Source: an optimization exercise on an open RTL-to-GDS flow (aim: small area). Production flows keep margins and buffers that such runs may drop. No functional check of the RTL was part of this run. Power and IR drop assume default switching activity.

--- flow/run.sh ---
#!/bin/bash
# synth_recipe.tcl (not shown) runs the flow's synth.tcl, then flattens the netlist and writes it again
# the make line also repeats each setting of config.mk as NAME=value (left out here)
make -C /OpenROAD-flow-scripts/flow DESIGN_CONFIG=/design/flow/config.mk WORK_HOME=/design/flow/orfs CLKGATE_MAP_FILE= SYNTH_SCRIPT=/design/flow/synth_recipe.tcl finish
--- flow/config.mk ---
export PLATFORM = sky130hd
export DESIGN_NAME = uart_alu_top
export DESIGN_NICKNAME = uart_alu_top
export VERILOG_FILES = /design/flow/design.v
export SDC_FILE = /design/flow/constraint.sdc
export NUM_CORES = 4
export LEC_CHECK = 0
export CAP_MARGIN = 20
export CORE_MARGIN = 2
export CORE_UTILIZATION = 40
export SLEW_MARGIN = 20
--- flow/constraint.sdc ---
create_clock -name core_clock -period 40.0 [get_ports {clk}]
set_input_delay 8.0000 -clock core_clock [delete_from_list [all_inputs] [get_ports {clk}]]
set_output_delay 8.0000 -clock core_clock [all_outputs]
set_load 0.01 [all_outputs]
--- flow/design.v ---
module uart_rx(
    clk, rst_n, sci_rx, en_rx,
    rx_data, rx_d_val
);
parameter td = 2604;
parameter td_half = 1302;
parameter start_bit = 1'b0;
parameter end_bit = 1'b1;
input clk;
input rst_n;
input sci_rx;
input en_rx;
output reg [7:0] rx_data;
output reg rx_d_val;     
reg [3:0] rx_idx;
reg [3:0] state;
reg [15:0] cnt;  
reg end_ck;
always @ (posedge clk or posedge rst_n)
begin
    if (rst_n)
    begin
        rx_data <= 8'b00000000;
        rx_d_val <= 0;
        rx_idx <= 0;
        state <= 0;
        cnt <= 0;
        end_ck <= 0;
    end
    else  
    begin
        if (en_rx == 1 && state == 0)  
        begin           
            rx_d_val <= 0;
            end_ck <= 0;
            if (sci_rx == start_bit)
            begin
                state <= 1;
                cnt <= 0;
            end
        end
        if (state == 1)      
        begin
            cnt <= cnt + 1;
            if (sci_rx != 0)
            begin
                state <= 0;  
            end
            if (cnt == td_half)
            begin
                cnt <= 0;
                state <= 2;
                rx_idx <= 0;
                rx_d_val <= 0;   
            end
        end
        if (state == 2)  
        begin
            cnt <= cnt + 1;
            if (cnt == td)
            begin
                cnt <= 0;
                rx_data[rx_idx] <= sci_rx;
                rx_idx <= rx_idx + 1;
            end
            if (rx_idx == 4'b1000)
            begin
                state <= 3;
            end
        end
        if (state == 3)  
        begin
            cnt <= cnt + 1;
            if (cnt == td)
            begin
                end_ck <= (sci_rx == end_bit);  
            end
            if (cnt == td + td_half)
            begin
                cnt <= 0;
                state <= 0;  
                rx_d_val <= end_ck;
            end
        end
    end
end
endmodule
module uart_tx(
    clk, rst_n, tx_data, en_tx,
    sci_tx, tx_d_end
);
parameter td = 2604;
parameter td_half = 1302;
parameter start_bit = 1'b0;
parameter end_bit = 1'b1;
input clk;
input rst_n;
input [7:0] tx_data;
input en_tx;
output reg sci_tx;
output reg tx_d_end;
reg [15:0] cnt;
reg [3:0] state;
reg [3:0] tx_idx;
always @ (posedge clk or posedge rst_n)
begin
    if (rst_n)
    begin
        sci_tx <= 1;
        cnt <= 0;
        state <= 0;
        tx_idx <= 0;
        tx_d_end <= 1;
    end
    else
    begin
        if (state == 0 && en_tx == 1)  
        begin
            state <= 1;
            sci_tx <= start_bit;     
            tx_d_end <= 0;  
        end
        if (state == 1)  
        begin
            cnt <= cnt + 1;
            if (cnt == td)
            begin
                cnt <= 0;
                state <= 2;
                tx_idx <= 0;
                sci_tx <= tx_data[tx_idx];
            end
        end
        if (state == 2)
        begin
            cnt <= cnt + 1;
            if (cnt == td)
            begin
                cnt <= 0;
                sci_tx <= tx_data[tx_idx + 1];
                tx_idx <= tx_idx + 1;
                if (tx_idx == 4'b0111)
                begin
                    state <= 3;
                    sci_tx <= end_bit;
                    tx_idx <= 0;
                end
            end
        end
        if (state == 3)
        begin
            cnt <= cnt + 1;
            if (cnt == td)   
            begin
                cnt <= 0;
                state <= 0;
                tx_d_end <= 1;   
                sci_tx <= 1;
            end
        end
    end
end
endmodule
module led(
    data, 
    led
);
input [7:0] data;
output reg[7:0] led;
always @ (*)
begin
    led <= data;
end
endmodule
module clk_1k(
    input clk,
    input reset,
    output reg clk_1k,
    output en_1k
);
reg [15:0] div_reg;
assign en_1k = !(div_reg < 12500) && !clk_1k;
always @ (posedge clk, posedge reset)
if (reset) 
begin
    div_reg <= 0;
    clk_1k <= 0;
end
else 
begin
    if (div_reg < 12500)
        div_reg <= div_reg + 1;
    else
    begin
        div_reg <= 0;
        clk_1k <= ~ clk_1k;
    end
end
endmodule
module seg2(clk, en, data, rst, dig, segments);
input clk;
input en;
input [7:0] data;
input rst;
output reg [3:0] dig;
output reg [7:0] segments;
reg [3:0] data_temp;
reg state;
always @ (posedge clk or posedge rst)
begin
    if (rst)
    begin
        dig <= 4'b1111;
        data_temp <= 0;
        state <= 0;
    end
    else if (en)
    begin
        case (state)
            0: begin
                dig <= 4'b1110;
                data_temp <= data[3:0];
                state <= 1;
            end 
            1: begin
                dig<= 4'b1101;
                data_temp <= data[7:4];
                state <= 0;
            end
            default: state <= 0;
        endcase
    end
end
always @ (*)
begin
    if (rst)
        segments = 8'h00;
    else
    begin
        case (data_temp)
            0: segments = 8'hc0;
            1: segments = 8'hf9;
            2: segments = 8'ha4;
            3: segments = 8'hb0;
            4: segments = 8'h99;
            5: segments = 8'h92;
            6: segments = 8'h82;
            7: segments = 8'hf8;
            8: segments = 8'h80;
            9: segments = 8'h90;
            10: segments = 8'h88;
            11: segments = 8'h83;
            12: segments = 8'hc6;
            13: segments = 8'ha1;
            14: segments = 8'h86;
            15: segments = 8'h8e;
            default: segments = 8'h00;
        endcase
    end
end
endmodule
module data_ctl(
    clk, rst_n, rx_d_val, rx_data, tx_d_end,
    alu_data_a, alu_data_b, alu_cs, alu_cin, 
    en_alu, en_rx, en_tx
);
input clk, rst_n, rx_d_val, tx_d_end;
input [7:0] rx_data;
output reg [7:0] alu_data_a;
output reg [7:0] alu_data_b;
output reg [2:0] alu_cs;
output reg alu_cin;
output reg en_tx;
output reg en_rx;
output reg en_alu;
reg [3:0] state;
always @ (posedge clk or posedge  rst_n)
begin
    if (rst_n)
    begin
        state <= 0;
        alu_data_a <= 0;
        alu_data_b <= 0;
        alu_cs <= 0;
        alu_cin <= 0;
        en_alu <= 0;
        en_rx <= 1;  
        en_tx <= 0;  
    end
    else
    begin
        case (state)
        0: begin
            if (rx_d_val)
            begin
                alu_data_a <= rx_data;
                state <= 1;
            end
        end
        1: begin
            if (rx_d_val)
            begin
                alu_data_b <= rx_data;
                state <= 2;
            end
        end
        2: begin
            if (rx_d_val)
            begin
                alu_cs <= rx_data[2:0];
                state <= 3;
            end
        end
        3: begin
            if (rx_d_val)
            begin
                alu_cin <= rx_data[0];         
                en_alu <= 1;
                state <= 4;
            end
        end
        4: begin
            en_rx <= 0;
            en_tx <= 1;
            if (en_tx && tx_d_end)
            begin
                en_rx <= 1;
                en_tx <= 0;
                state <= 0;
            end
        end
        endcase
    end
end
endmodule
module alu_en (
    clk, data_a, data_b, cs, carry_in, en_alu, rst_n,
    s, zero, carry_out
);
input clk;
input [7:0] data_a;
input [7:0] data_b;
input [2:0] cs;
input carry_in;
input en_alu;    
input rst_n;
output reg [7:0] s;
output reg zero;
output reg carry_out;
parameter   AND = 3'b000,
            OR = 3'b001,
            ADD = 3'b010,
            SUB = 3'b011,
            SLT = 3'b100,
            SUBC= 3'b101,
            ADDC= 3'b110; 
always @(posedge clk or posedge rst_n) 
begin
    if (rst_n)
    begin
        s <= 0;
        zero <= 1;
        carry_out <= 0;
    end
    else  
    begin
        if (en_alu)
        begin
            carry_out <= 0;
            case (cs)
            AND: begin
                s <= data_a & data_b;
            end
            OR: begin
                s <= data_a | data_b;
            end
            ADD: begin
                s <= data_a + data_b;
            end
            SUB: begin
                s <= data_a - data_b;
            end
            SLT: begin
                s <= (data_a < data_b);
            end
            SUBC: begin
                if (data_a - carry_in < data_b)  
                begin
                    carry_out <= 1;
                end
                s <= {carry_out, data_a} - data_b - carry_in;
            end
            ADDC: begin
                {carry_out, s} <= data_a + data_b + carry_in;
            end
            endcase  
        end
        zero <= (s == 8'b00000000);
    end
end
endmodule
module uart_alu_top(
    clk, rst_n, sci_rx,
    sci_tx, led, dig, segments
);
input clk, rst_n, sci_rx;
output sci_tx;
output [7:0] led;
output [3:0] dig;
output [7:0] segments;
wire [7:0] alu_data_a;
wire [7:0] alu_data_b;
wire [2:0] alu_cs;
wire alu_cin;
wire [7:0] data_alu_s;
wire alu_zero;
wire alu_cout;
wire [7:0] data_uar;
wire rx_d_val;
wire tx_d_end;
wire en_tx;
wire en_rx;
wire en_alu;
wire clk_1k;
wire en_1k;
uart_rx UR(
    .clk(clk), 
    .rst_n(rst_n), 
    .sci_rx(sci_rx),
    .en_rx(en_rx),
    .rx_data(data_uar), 
    .rx_d_val(rx_d_val)
);
uart_tx UT(
    .clk(clk), 
    .rst_n(rst_n), 
    .tx_data(data_alu_s),
    .en_tx(en_tx),
    .sci_tx(sci_tx),
    .tx_d_end(tx_d_end)
);
led LD(
    .data(data_uar),
    .led(led)
);
clk_1k CL1(
    .clk(clk),
    .reset(rst_n),
    .clk_1k(clk_1k),
    .en_1k(en_1k)
);
seg2 SG(
    .clk(clk),
    .en(en_1k),
    .data(data_alu_s),
    .rst(rst_n),
    .dig(dig),
    .segments(segments)
);
data_ctl DC(
    .clk(clk), 
    .rst_n(rst_n), 
    .rx_d_val(rx_d_val), 
    .rx_data(data_uar),
    .tx_d_end(tx_d_end),
    .alu_data_a(alu_data_a), 
    .alu_data_b(alu_data_b), 
    .alu_cs(alu_cs), 
    .alu_cin(alu_cin), 
    .en_alu(en_alu), 
    .en_rx(en_rx), 
    .en_tx(en_tx)
);
alu_en ALU(
    .clk(clk),
    .data_a(alu_data_a),
    .data_b(alu_data_b),
    .cs(alu_cs),
    .carry_in(alu_cin),
    .en_alu(en_alu),
    .rst_n(rst_n),
    .s(data_alu_s),
    .zero(alu_zero),
    .carry_out(alu_cout)
);
endmodule
==> results.ini <==
[setup_path]
start_kind=input pin
cp_slowest_stage_delay_ns=0.66
r2r_setup_slack_ns=37.02
critPathKind=input pin to primary output
r2r-end=ALU.s[5]$_DFFE_PP0P_
cpMaxStageDelayCell=clkdlybuf4s50_1
crit_chain=clkdlybuf4s50_1 -> inv_4 -> clkdlybuf4s50_1
cp.required_ns=32.00
crit_fanout=54
r2r_start=DC.alu_data_a[1]$_DFFE_PP0P_
cpMostUsedCell=clkdlybuf4s50_1
crit_path_end_kind=primary output
r2r_cells=8
crit_arrival_ns=9.82

[min_path]
min-delay-path-class=flop to flop
hold_depth=0
hold_path_startpoint=UT.state[2]$_DFF_PP0_
min_to=UT.state[2]$_DFF_PP0_

[route]
vias=5966
routed_wl_mm=16.86
ant_nets=0
routed_via_density=5.399
first_pass_iters=5
remaining_drc_errors=0
avgRoutedWirePerCell_um=15.26
drt_iter0_markers=533

[floorplanning]
die_h_um=142.7
die_area_um2=20360
ios=24
num_rows=50
start_util_pct=41.00
coreArea_um2=18770
die_width_um=142.7

[timing]
layout_min_cycle_time_ns=17.82
tightestPinTransition_ns=0.9821
fmaxAchievable_mhz=56.13
max_slew_margin_pct=33.92
worst_hold_slack_ns=0.3738
fin_skew_ns=0.01128
rsz0062_at_grt=no
slew_violations=0
post-route-period-util_pct=44.54
fin_tns_setup_ns=0
finalHoldViolCount=0
setup_viol=0

[logic_synthesis]
yosys.area.top_type=dfrtp_1
synth_enable_flop_cells=0
synth_top_flop_cell=dfrtp_1
yosys_warnings=7
synthCells=854
ys_seq_area_share_pct=38.46
netlist_area_um2=7695
synth_area_leaders=dfrtp_1 37%, ha_1 8.9%, nor2_1 4.3%
ys_async_sr_fraction_pct=100.0
yosys.cell_types.count=76
synth_top_cell_area_share_pct=36.75
ys_seq_elements=118
avgSynthCellArea_um2=9.010

[global_routing]
track_usage_pct=17.70
antenna_found_initial=0
grt_start_max_net_pins=67
globalRouteOverflowTotal=0
first_global_vias=5650
grt_pass1_wl_mm=28.82

[placed_design]
hpwl_mm=11.69
io_buffers=21
placedCellCount=1073
dpl_cell_area_um2=8063
gp_congestion=0.8359

[status]
run_status=timing/DRC/antenna clean

[power_and_ir_drop]
leakage_nw=3.655
power_density_nw_per_um2=33.72
vdd_drop_max_uv=27.79

[clock_tree]
clk_latency_ns=0.42
ctsHtreeMaxLevel=4
clockBufferDepth=2
ctsHoldBuffers=0
cts_resized=0
clk_pin_slew_ns=0.05
cts_num_sinks=118
cts_buffers=17
cts_tree=built
clockRootBuffer=clkbuf_16
cts_setup_buffers=0

[layout]
area_growth_pct=12.33
drive_gt1_share_pct=7.692
instances_no_fill=1105
final_core_util_pct=46.05
fillers=1801
design_area_um2=8643
final_nets=922
antenna_cells=0

[flow_run]
drv_cap=0

[worst max-delay path: cells and delay by family]
family,cells,cell delay (ns)
buffers and inverters,3,1.78
[area by class of cell]
cell class | instances | area, µm² | share of cell area (%)
multi-input cells | 639 | 4360 | 50.45
inverters | 58 | 220.2 | 2.548
flip-flops and latches | 118 | 2959 | 34.24
repair buffers | 24 | 232.7 | 2.693
well taps | 234 | 292.8 | 3.387
clock inverters | 9 | 100.1 | 1.158
clock buffers | 23 | 478.0 | 5.530
[layer usage]
metal / routed length [µm] / track usage (%) / share of wire [%]
met3: 566 / 4.225 / 3.4
met1: 8593 / 25.11 / 51
met4: 155 / 4.429 / 0.92
met5: 0 / 0 / 0
met2: 7542 / 27.28 / 45
[cells in the mapped netlist (4+ instances only)]
cell / count
o21a_1: 5
nor3_1: 16
clkbuf_1: 34
a221oi_1: 4
mux2i_1: 14
o211ai_1: 7
nand2b_1: 10
a21boi_0: 5
xnor2_1: 29
nand4_1: 12
fa_1: 6
nor3b_1: 8
a211oi_1: 13
or2_2: 5
xor2_1: 21
o21ai_0: 54
inv_1: 56
a31oi_1: 9
nor4_1: 5
nor2_1: 88
a22o_1: 5
nor2b_1: 11
a21oi_1: 38
nand3_1: 22
dfstp_2: 5
ha_1: 55
nand3b_1: 7
mux2_2: 9
nand2_1: 87
or4_1: 5
and3_1: 12
o31ai_1: 7
dfrtp_1: 113
[worst max-delay path by stage]
stage	end	slack (ns)	startpoint	cells after the start
detailed placement	segments[7]	22.13	rst_n	3
CTS	segments[7]	22.12	rst_n	3
global placement	segments[7]	22.15	rst_n	3
global route	segments[7]	21.99	rst_n	3
finish	segments[7]	22.18	rst_n	3
floorplan	segments[7]	21.35	rst_n	2
[layout by cell type (no fill, tap or decap), types with 6 or more instances in the layout]
cell             synthesis  routed
clkbuf_16                0      17
inv_1                   56      55
a31oi_1                  9       9
fa_1                     6       6
o211ai_1                 7       7
nor2b_1                 11      11
nand4_1                 12      12
a211oi_1                13      13
nand2_1                 87      87
ha_1                    55      55
nand3b_1                 7       7
dfrtp_1                113     113
o31ai_1                  7       7
nor2_1                  88      87
o21ai_0                 54      54
nand2b_1                10      10
clkdlybuf4s50_1          0      21
a21oi_1                 38      38
nand3_1                 22      22
xnor2_1                 29      29
and3_1                  12      12
mux2i_1                 14      14
mux2_2                   9       9
xor2_1                  21      21
nor3_1                  16      16
nor3b_1                  8       8
[power breakdown]
part | total (W) | switching [W] | internal (W)
clock network | 0.000153 | 0.0000569 | 0.0000961
registers | 0.000126 | 0.00000265 | 0.000123
logic | 0.0000130 | 0.00000679 | 0.00000616
[cells by family (layout without fill, tap and decap cells)]
logic type	after synthesis	after routing	share of synthesized area (%)
AOI/OAI and AO/OA	184	184	15.55
xor gates and xnor gates	50	50	5.691
adders and majority gates	61	61	10.50
buffers and inverters	99	114	5.008
DFF	118	118	38.46
muxes	26	26	4.016
other	2	4	0.09760
and+or+nand+nor	314	314	20.68
[per-stage QoR]
stage / power (W) / worst slack, ns
floorplan: 0.0001369 / 21.35
global placement: 0.0001408 / 22.15
detailed placement: 0.0001410 / 22.13
CTS: 0.0002949 / 22.12
global route: 0.0003019 / 21.99
finish: 0.0002915 / 22.18

-- separate check: timing with driven ports --
No port has a modelled driver above. Below, the same layout with a new extraction and two added sets of constraints.
Step 1 sets driving cells, clkbuf_16 on the clock port and buf_2 on the other inputs (assumed; they add their load-dependent delay and slew).
Step 2 moves the port delays by t, midway between the first and last clock arrival at a register: inputs arrive t later, outputs are due t later. That takes back most of the time a late clock gives input paths.
a / b / c = ideal / step 1 / step 2; a / b = the first two.
t (ns): 0.460
setup slack, ns: 22.183 / 22.160 / 22.160
latest minus earliest clock arrival (ns): 0.012 / 0.012
worst slew at a driven data input, ns: 0.03
cell pins on the clock port's net: 1
After both steps setup and hold are still met in this run. The setup slack of this run moves by -0.023 ns with the drivers and by -0.023 ns with both steps.
